Context: an optimization exercise on an open-source flow, tuned for small area. The choices shown serve that exercise and are no tape-out recipe.
Only simulation tests tie the RTL to the original design; equivalence was not proved.
Power and IR drop assume default switching activity.

Design i2c_master, start of the top module:
module i2c_master #(
    parameter SYS_CLOCK_FREQ_HZ = 100_000_000,
    parameter FAST_MODE_ENABLED = 0
)(
    input wire       i_clk,
    input wire       i_rst,
    input wire [9:0] i_slave_addr,
    input wire [7:0] i_byte_cnt,
    input wire [3:0] i_control_reg,
    input wire [3:0] i_mode_reg,
    input wire [7:0] i_tx_data,
    output wire       o_rx_data_valid,
    output wire       o_tx_data_needed,
    output wire [7:0] o_rx_data,
    output wire [4:0] o_status_reg,
    output wire o_sda,
    output wire o_sda_oe,
    input  wire i_sda,
    output wire o_scl,
    output wire o_scl_oe,
    input  wire i_scl
);
Size in the first run: roughly 310 cells after synthesis.
export LEC_CHECK = 0
export CAP_MARGIN = 20
export CORE_MARGIN = 2
export CORE_UTILIZATION = 40
export CTS_BUF_LIST = sky130_fd_sc_hd__clkbuf_8
export SLEW_MARGIN = 20
create_clock -name core_clock -period 10.0 [get_ports {i_clk}]
standard.sh (not shown) runs the stock make flow with config.mk's settings and CLKGATE_MAP_FILE= SYNTH_SCRIPT=/design/flow/synth_recipe.tcl, a recipe that flattens the netlist after the stock synthesis.
==> flow/flow/run.sh <==
#!/bin/bash
# Standard ORFS layout with two changes: the combinational logic of the standard synthesis is
# re-mapped by ABC for area (flip-flops untouched), and the port buffers use the smallest buffer.
set -euo pipefail
R=orfs/results/sky130hd/i2c_master/base
LIB=$FLOW_HOME/platforms/sky130hd/lib/sky130_fd_sc_hd__tt_025C_1v80.lib
YOSYS=$FLOW_HOME/../tools/install/yosys/bin/yosys
[[ -x $YOSYS ]] || YOSYS=yosys
bash standard.sh synth > log_synth.log 2>&1
python3 flow/filtlib.py "$LIB" lib.lib > log_filtlib.log 2>&1
cp $R/1_2_yosys.v in.v
"$YOSYS" -s flow/resyn.ys > log_resyn.log 2>&1
cp out.v $R/1_2_yosys.v
rm -f $R/1_synth.odb $R/1_synth.sdc
bash standard.sh BUFFER_PORTS_ARGS="-buffer_cell sky130_fd_sc_hd__buf_1" finish > log_finish.log 2>&1
==> flow/flow/area.abc <==
strash
dch -f
map -a
mfs2
strash
dch -f
map -a
topo
==> flow/flow/filtlib.py <==
import re,sys
# usage: filtlib.py in.lib out.lib : drop cells matching dont-use patterns
src=open(sys.argv[1]).read()
bad=re.compile(r'sky130_fd_sc_hd__(lpflow_|probe|probec_)')
out=[];i=0
for m in re.finditer(r'\n\s*cell\s*\(\s*"?([\w]+)"?\s*\)\s*\{',src):
    pass
pos=0;res=[]
pat=re.compile(r'\n(\s*)cell\s*\(\s*"?([\w]+)"?\s*\)\s*\{')
while True:
    m=pat.search(src,pos)
    if not m: res.append(src[pos:]); break
    # find matching brace
    depth=0;j=m.end()-1
    while True:
        c=src[j]
        if c=='{': depth+=1
        elif c=='}':
            depth-=1
            if depth==0: break
        j+=1
    if bad.match(m.group(2)):
        res.append(src[pos:m.start()])
    else:
        res.append(src[pos:j+1])
    pos=j+1
open(sys.argv[2],'w').write(''.join(res))
==> flow/flow/resyn.ys <==
# Re-map the combinational logic of the standard synthesis for area.
# The flip-flop cells are kept as they are (same instances, names and types).
read_liberty -overwrite -ignore_miss_func lib.lib
read_verilog in.v
hierarchy -top i2c_master
setattr -mod -set keep_hierarchy 1 sky130_fd_sc_hd__df* sky130_fd_sc_hd__edf* sky130_fd_sc_hd__sdf* sky130_fd_sc_hd__dl* sky130_fd_sc_hd__sedf*
flatten
rename -hide w:*.*
opt -purge
abc -liberty lib.lib -script flow/area.abc
opt_clean -purge
hilomap -singleton -hicell sky130_fd_sc_hd__conb_1 HI -locell sky130_fd_sc_hd__conb_1 LO
insbuf -buf sky130_fd_sc_hd__buf_1 A X
splitnets
opt_clean -purge
setattr -mod -set blackbox 1 sky130_fd_sc_hd__*
hierarchy -top i2c_master
stat -liberty lib.lib
write_verilog -noattr -noexpr -nohex -nodec out.v
The starting point produced a clean layout.
Change:
--- a/flow/flow/run.sh
+++ b/flow/flow/run.sh
@@ -2,3 +2,4 @@
 # Standard ORFS layout with two changes: the combinational logic of the standard synthesis is
-# re-mapped by ABC for area (flip-flops untouched), and the port buffers use the smallest buffer.
+# re-mapped by ABC for area (flip-flops untouched, result proven equal to the standard
+# synthesis, else the standard netlist is kept), and the port buffers use the smallest buffer.
 set -euo pipefail
@@ -11,4 +12,17 @@
 cp $R/1_2_yosys.v in.v
-"$YOSYS" -s flow/resyn.ys > log_resyn.log 2>&1
-cp out.v $R/1_2_yosys.v
+best=in.v
+besta=$(grep -h "Chip area" $R/../../../../reports/sky130hd/i2c_master/base/synth_stat.txt 2>/dev/null | awk '{print $NF}' | tail -1)
+besta=${besta:-1e9}
+for i in 1 2 3; do
+  sed -e "s#@SCRIPT@#flow/s$i.abc#; s#@OUT@#out$i.v#" flow/resyn.ys > resyn$i.ys
+  "$YOSYS" -s resyn$i.ys > log_resyn$i.log 2>&1 || continue
+  sed -e "s#@OUT@#out$i.v#" flow/eq.ys > eq$i.ys
+  "$YOSYS" -s eq$i.ys > log_eq$i.log 2>&1 || continue
+  a=$(grep "Chip area" log_resyn$i.log | awk '{print $NF}' | tail -1)
+  if python3 -c "import sys; sys.exit(0 if float('$a') < float('$besta') else 1)"; then
+    best=out$i.v; besta=$a
+  fi
+done
+echo "netlist used: $best ($besta)" > log_choice.log
+cp $best $R/1_2_yosys.v
 rm -f $R/1_synth.odb $R/1_synth.sdc
==> flow/flow/eq.ys (new file) <==
# Prove the re-mapped netlist equal to the standard synthesis, flip-flop for flip-flop.
read_liberty -ignore_miss_func lib.lib
read_verilog in.v
rename i2c_master gold
read_verilog @OUT@
rename i2c_master gate
hierarchy -check
flatten gold gate
rename -hide w:_*
opt_clean
equiv_make gold gate equiv
hierarchy -top equiv
equiv_simple -undef
equiv_induct -undef
equiv_status -assert
--- a/flow/flow/resyn.ys
+++ b/flow/flow/resyn.ys
@@ -9,3 +9,3 @@
 opt -purge
-abc -liberty lib.lib -script flow/area.abc
+abc -liberty lib.lib -script @SCRIPT@
 opt_clean -purge
@@ -18,2 +18,2 @@
 stat -liberty lib.lib
-write_verilog -noattr -noexpr -nohex -nodec out.v
+write_verilog -noattr -noexpr -nohex -nodec @OUT@
==> flow/flow/s1.abc (new file) <==
strash
dch -f
amap
mfs2
strash
dch -f
amap
topo
==> flow/flow/s2.abc (new file) <==
strash
dch -f
map -a
mfs2
strash
dch -f
map -a
topo
==> flow/flow/s3.abc (new file) <==
strash
dch -f
map -a
mfs2
strash
dch -f
map -a
&get -n
&nf -R 1000
&put
topo
removed: flow/flow/area.abc
Effect: The new run passed the timing, DRC and antenna checks; worst setup slack is better by 100 ps; power increases by 22%; combinational power came out higher by about 80%; clock power decreases by about 3%; critical path depth decreases by 9; synthesized cell count decreases by about 8%; via count falls by about 6%; die area fell by about 1.5%.

static timing again, ports no longer ideal:
The flow's constraints put no driver on any port. The routed layouts listed below were extracted and timed again, unchanged, in two steps. Step 1 (the two cells are an assumption about what drives the block):
set clk [get_ports {i_clk}]
set_driving_cell -lib_cell sky130_fd_sc_hd__clkbuf_16 $clk
set_driving_cell -lib_cell sky130_fd_sc_hd__buf_2 [delete_from_list [all_inputs] $clk]
Step 2 also shifts input and output timing later by t, the mid clock arrival at the registers, as if the neighbouring blocks saw the same clock. a / b / c = ideal / step 1 / step 2; a / b = the first two.
run	t, ns	setup slack, ns	worst setup path at the end	worst register clock-pin slew, ns	pins driven straight from the clock port
the first run	0.342	5.021 / 4.993 / 5.335	register to output	0.10 / 0.10	1
the second run	0.331	5.123 / 5.092 / 5.329	input to register	0.10 / 0.10	1
After both steps every run listed still meets setup and hold.
